Background: an optimization exercise with open tools, aiming at small area and a short achievable clock period. Do not read the settings as production practice.
Where RTL was checked, it was by simulation tests only, not by an equivalence proof against the original.
Power figures rest on the tool's default switching activity, not on a simulated workload.

Setup of MS:
// NEURON
module NEURON(Clock, SignA, SignB, SignC, SignD, ExponentA, ExponentB, ExponentC, ExponentD, MantissaA, MantissaB, MantissaC, MantissaD, SignOut, ExponentOut, MantissaOut, SignOut1, ExponentOut1, MantissaOut1, SignOut2, ExponentOut2, MantissaOut2);
Settings: LEC_CHECK=0, CAP_MARGIN=20, CORE_MARGIN=2, CORE_UTILIZATION=55, CTS_BUF_LIST=sky130_fd_sc_hd__clkbuf_8, SLEW_MARGIN=20, TNS_END_PERCENT=5; clock period 11.0 ns.
standard.sh (not shown) runs the stock make flow with config.mk's settings and CLKGATE_MAP_FILE= SYNTH_SCRIPT=/design/flow/synth_recipe.tcl, a recipe that flattens the netlist after the stock synthesis.
==> flow/flow/run.sh <==
#!/bin/bash
# The standard layout, with plain buf_1 cells as port buffers and timing
# repair aiming below the clock period (paths with less than SETUP_SLACK_MARGIN
# ns of slack are repaired).
set -euo pipefail
export BUFFER_PORTS_ARGS="-buffer_cell sky130_fd_sc_hd__buf_1"
export SETUP_SLACK_MARGIN=7.1
bash standard.sh > standard_flow.log 2>&1
> inputs changed (MS -> PW)
--- a/flow/design.v
+++ b/flow/design.v
@@ -161,25 +161,25 @@
 wire [11:6] cc;
 assign cc[6]  = g50 | p50 & ci;
 assign cc[7]  = g60 | p60 & ci;
 assign cc[8]  = g70 | p70 & ci;
 assign cc[9]  = g80 | p80 & ci;
 assign cc[10] = g90 | p90 & ci;
 assign cc[11] = ga0 | pa0 & ci;
 wire flip = inv & ~gb0;
 wire [5:0] su = p[11:6] ^ cc[11:6];
 wire [5:0] m = su ^ {6{flip}};
 wire c = gb0;
-wire [5:0] kl = ma[5:0] | mb[5:0];
+wire [11:0] kl = ma | mb;
 wire zsub = p50 & p[6] & p[7] & pb8;    
-wire z = inv ? zsub : (~p[0] & (p[5:1] == kl[4:0]) & ~|su);
+wire z = inv ? zsub : (~p[0] & (p[11:1] == kl[10:0]));
 wire ta = r_swp ? r_t2 : r_t1;   
 wire tb = r_swp ? r_t1 : r_t2;   
 wire s = same ? r_t1 : ((c | (r_swp & zsub)) ? ta : tb);
 wire [5:0] E = e1_gt ? r_e1 : r_e2;
 wire ge33 = E[5] & |E[4:0];
 wire ge32 = E[5];
 wire ge31 = E[5] | &E[4:0];
 wire ge30 = E[5] | &E[4:1];
 wire ge29 = E[5] | (&E[4:2] & (E[1] | E[0]));
 wire ge28 = E[5] | &E[4:2];
 wire e0 = ~|E;
Notes after the runs:
PW vs MS — total standard cell area after synthesis climbed by a few percent. Run comparison: PW critical setup path kind reg -> out; MS critical setup path kind reg -> reg. Summary — cell area after placement, PW relative to MS: higher, by about 6%. Changes observed in PW relative to MS: worst hold slack across all endpoints went up; largest voltage drop on the vdd net went down; portion of total power attributed to combinational logic went down. The fraction of final layout cells with drive strength greater than 1 of PW falls short of that of MS by 5.9 points. Comparing MS against PW, there is no change at all in initial antenna violation count. In PW, the fraction of the cycle the final worst path needs came out 0.57 points above the value in MS. Via count, PW and MS: higher on PW. Summary of PW over MS: floorplan die area climbed about 7%, power after layout now sits lower.
Function not checked in PW: the RTL went through the layout flow alone.

* * *

== pepper ==
NEURON again, from the RTL that the note above started with.
==> module MUL6, before the edit <==
module MUL6 (input [5:0] a, input [5:0] b, output [11:0] p);
  wire [5:0] pp [0:5];
  genvar i, j;
  generate
    for (i = 0; i < 6; i = i + 1) begin : gi
      for (j = 0; j < 6; j = j + 1) begin : gj
        assign pp[i][j] = a[i] & b[j];
      end
    end
  endgenerate
  wire s1_4, c1_4, s1_5a, c1_5a, s1_5b, c1_5b, s1_6a, c1_6a, s1_6b, c1_6b, s1_7, c1_7;
  MUL6_HA h14 (pp[0][4], pp[1][3], s1_4, c1_4);
  MUL6_FA f15 (pp[0][5], pp[1][4], pp[2][3], s1_5a, c1_5a);
  MUL6_HA h15 (pp[3][2], pp[4][1], s1_5b, c1_5b);
  MUL6_FA f16 (pp[1][5], pp[2][4], pp[3][3], s1_6a, c1_6a);
  MUL6_HA h16 (pp[4][2], pp[5][1], s1_6b, c1_6b);
  MUL6_FA f17 (pp[2][5], pp[3][4], pp[4][3], s1_7, c1_7);
  wire s2_3, c2_3, s2_4, c2_4, s2_5, c2_5, s2_6, c2_6, s2_7, c2_7, s2_8, c2_8;
  MUL6_HA h23 (pp[0][3], pp[1][2], s2_3, c2_3);
  MUL6_FA f24 (pp[2][2], pp[3][1], pp[4][0], s2_4, c2_4);
  MUL6_FA f25 (pp[5][0], c1_4, s1_5a, s2_5, c2_5);
  MUL6_FA f26 (c1_5a, c1_5b, s1_6a, s2_6, c2_6);
  MUL6_FA f27 (pp[5][2], c1_6a, c1_6b, s2_7, c2_7);
  MUL6_FA f28 (pp[3][5], pp[4][4], pp[5][3], s2_8, c2_8);
  wire s3_2, c3_2, s3_3, c3_3, s3_4, c3_4, s3_5, c3_5, s3_6, c3_6, s3_7, c3_7, s3_8, c3_8, s3_9, c3_9;
  MUL6_HA h32 (pp[0][2], pp[1][1], s3_2, c3_2);
  MUL6_FA f33 (pp[2][1], pp[3][0], s2_3, s3_3, c3_3);
  MUL6_FA f34 (s1_4, c2_3, s2_4, s3_4, c3_4);
  MUL6_FA f35 (s1_5b, c2_4, s2_5, s3_5, c3_5);
  MUL6_FA f36 (s1_6b, c2_5, s2_6, s3_6, c3_6);
  MUL6_FA f37 (s1_7, c2_6, s2_7, s3_7, c3_7);
  MUL6_FA f38 (c1_7, c2_7, s2_8, s3_8, c3_8);
  MUL6_FA f39 (pp[4][5], pp[5][4], c2_8, s3_9, c3_9);
  wire c2, c3, c4, c5;
  assign p[0] = pp[0][0];
  MUL6_HA a1 (pp[0][1], pp[1][0], p[1], c2);
  MUL6_FA a2 (s3_2, pp[2][0], c2, p[2], c3);
  MUL6_FA a3 (s3_3, c3_2, c3, p[3], c4);
  MUL6_FA a4 (s3_4, c3_3, c4, p[4], c5);
  MUL6_ADD6 a5 ({pp[5][5], s3_9, s3_8, s3_7, s3_6, s3_5}, {c3_9, c3_8, c3_7, c3_6, c3_5, c3_4}, c5, p[10:5], p[11]);
endmodule
==> module MUL6_ADD6, before the edit <==
module MUL6_ADD6 (input [5:0] a, input [5:0] b, input ci, output [5:0] s, output co);
  wire [5:0] p = a ^ b;
  wire [5:0] g = a & b;
  wire G_0_m1 = g[0] | (p[0] & ci);
  wire G_2_1 = g[2] | (p[2] & g[1]);
  wire P_2_1 = p[2] & p[1];
  wire G_1_m1 = g[1] | (p[1] & G_0_m1);
  wire G_2_m1 = G_2_1 | (P_2_1 & G_0_m1);
  wire G_4_3 = g[4] | (p[4] & g[3]);
  wire P_4_3 = p[4] & p[3];
  wire G_5_3 = g[5] | (p[5] & G_4_3);
  wire P_5_3 = p[5] & P_4_3;
  wire G_3_m1 = g[3] | (p[3] & G_2_m1);
  wire G_4_m1 = G_4_3 | (P_4_3 & G_2_m1);
  wire G_5_m1 = G_5_3 | (P_5_3 & G_2_m1);
  assign s[0] = p[0] ^ ci;
  assign s[1] = p[1] ^ G_0_m1;
  assign s[2] = p[2] ^ G_1_m1;
  assign s[3] = p[3] ^ G_2_m1;
  assign s[4] = p[4] ^ G_3_m1;
  assign s[5] = p[5] ^ G_4_m1;
  assign co = G_5_m1;
endmodule
==> flow/config.mk <==
export PLATFORM = sky130hd
export DESIGN_NAME = NEURON
export DESIGN_NICKNAME = NEURON
export VERILOG_FILES = /design/flow/design.v
export SDC_FILE = /design/flow/constraint.sdc
export NUM_CORES = 4
export LEC_CHECK = 0
export CAP_MARGIN = 20
export CORE_MARGIN = 2
export CORE_UTILIZATION = 55
export CTS_BUF_LIST = sky130_fd_sc_hd__clkbuf_8
export SLEW_MARGIN = 20
export TNS_END_PERCENT = 5
==> flow/constraint.sdc <==
create_clock -name core_clock -period 11.0 [get_ports {Clock}]
set_input_delay 2.2000 -clock core_clock [delete_from_list [all_inputs] [get_ports {Clock}]]
set_output_delay 2.2000 -clock core_clock [all_outputs]
set_load 0.01 [all_outputs]
==> flow/flow/run.sh <==
#!/bin/bash
# The standard layout, with plain buf_1 cells as port buffers and timing
# repair aiming below the clock period (paths with less than SETUP_SLACK_MARGIN
# ns of slack are repaired).
set -euo pipefail
export BUFFER_PORTS_ARGS="-buffer_cell sky130_fd_sc_hd__buf_1"
export SETUP_SLACK_MARGIN=7.25
bash standard.sh > standard_flow.log 2>&1
[inputs] raven vs pepper
==> flow/design.v, changed modules only <==
module MUL6 (input [5:0] a, input [5:0] b, output [11:0] p);
  wire [5:0] pp [0:5];
  genvar i, j;
  generate
    for (i = 0; i < 6; i = i + 1) begin : gi
      for (j = 0; j < 6; j = j + 1) begin : gj
        assign pp[i][j] = a[i] & b[j];
      end
    end
  endgenerate
  wire s1_4, c1_4, s1_5a, c1_5a, s1_5b, c1_5b, s1_6a, c1_6a, s1_6b, c1_6b, s1_7, c1_7;
  MUL6_HA h14 (pp[0][4], pp[1][3], s1_4, c1_4);
  MUL6_FA f15 (pp[0][5], pp[1][4], pp[2][3], s1_5a, c1_5a);
  MUL6_HA h15 (pp[3][2], pp[4][1], s1_5b, c1_5b);
  MUL6_FA f16 (pp[1][5], pp[2][4], pp[3][3], s1_6a, c1_6a);
  MUL6_HA h16 (pp[4][2], pp[5][1], s1_6b, c1_6b);
  MUL6_FA f17 (pp[2][5], pp[3][4], pp[4][3], s1_7, c1_7);
  wire s2_3, c2_3, s2_4, c2_4, s2_5, c2_5, s2_6, c2_6, s2_7, c2_7, s2_8, c2_8;
  MUL6_HA h23 (pp[0][3], pp[1][2], s2_3, c2_3);
  MUL6_FA f24 (pp[2][2], pp[3][1], pp[4][0], s2_4, c2_4);
  MUL6_FA f25 (pp[5][0], c1_4, s1_5a, s2_5, c2_5);
  MUL6_FA f26 (c1_5a, c1_5b, s1_6a, s2_6, c2_6);
  MUL6_FA f27 (pp[5][2], c1_6a, c1_6b, s2_7, c2_7);
  MUL6_FA f28 (pp[3][5], pp[4][4], pp[5][3], s2_8, c2_8);
  wire s3_2, c3_2, s3_3, c3_3, s3_4, c3_4, s3_5, c3_5, s3_6, c3_6, s3_7, c3_7, s3_8, c3_8, s3_9, c3_9;
  MUL6_HA h32 (pp[0][2], pp[1][1], s3_2, c3_2);
  MUL6_FA f33 (pp[2][1], pp[3][0], s2_3, s3_3, c3_3);
  MUL6_FA f34 (s1_4, c2_3, s2_4, s3_4, c3_4);
  MUL6_FA f35 (s1_5b, c2_4, s2_5, s3_5, c3_5);
  MUL6_FA f36 (s1_6b, c2_5, s2_6, s3_6, c3_6);
  MUL6_FA f37 (s1_7, c2_6, s2_7, s3_7, c3_7);
  MUL6_FA f38 (c1_7, c2_7, s2_8, s3_8, c3_8);
  MUL6_FA f39 (pp[4][5], pp[5][4], c2_8, s3_9, c3_9);
  wire [11:0] r0 = {1'b0, pp[5][5], s3_9, s3_8, s3_7, s3_6, s3_5, s3_4, s3_3, s3_2, pp[0][1], pp[0][0]};
  wire [11:0] r1 = {1'b0, c3_9, c3_8, c3_7, c3_6, c3_5, c3_4, c3_3, c3_2, pp[2][0], pp[1][0], 1'b0};
  assign p[0] = r0[0];
  assign p[11:1] = r0[11:1] + r1[11:1];
endmodule
// module MUL6_ADD6 removed
Findings:
- The flow did not stop early for raven: all stages ran, and the layout cleared the timing, design-rule and antenna checks.
- q_zero$_DFF_P_ as the origin of the worst setup path was reported by raven, and r_amt[0]$_DFF_P_ by pepper.
- Changes observed in raven relative to pepper: power moved up; routability-driven placement congestion ratio went down; number of buffer and inverter stages on the critical path went up; met2 wirelength from detailed routing rose about 14%; synthesized cell count climbed 7.9%.
- Share of the yosys chip area belonging to registers (higher): pepper
Only the layout flow was run in raven; the RTL was not checked for function there.

-- what the ideal ports hide --
No port has a modelled driver above. Below, the same layouts with a new extraction and two added sets of constraints. Step 1 assumes that a clkbuf_16 drives the clock port and a buf_2 every other input. Step 2 moves the port delays by t, midway between the first and last clock arrival at a register: inputs arrive t later, outputs are due t later. That takes back most of the time a late clock gives input paths. a / b / c = ideal ports / drivers / drivers and shift; a / b = the first two.
| run | shift t [ns] | setup WS [ns] | latest minus earliest clock arrival (ns) | slew at the worst register clock pin (ns) | cell pins on the clock port's net |
|---|---|---|---|---|---|
| MS | 0.403 | 7.145 / 7.139 / 6.907 | 0.011 / 0.011 | 0.09 / 0.09 | 1 |
| PW | 0.400 | 7.083 / 7.047 / 6.928 | 0.014 / 0.014 | 0.10 / 0.10 | 1 |
| pepper | 0.410 | 7.111 / 7.111 / 7.016 | 0.015 / 0.015 | 0.10 / 0.10 | 1 |
| raven | 0.413 | 7.178 / 7.139 / 7.020 | 0.014 / 0.014 | 0.10 / 0.10 | 1 |
After both steps setup and hold are still met in every run listed. The setup slack of MS, which loses most, moves by -0.006 ns with the drivers and by -0.238 ns with both steps.
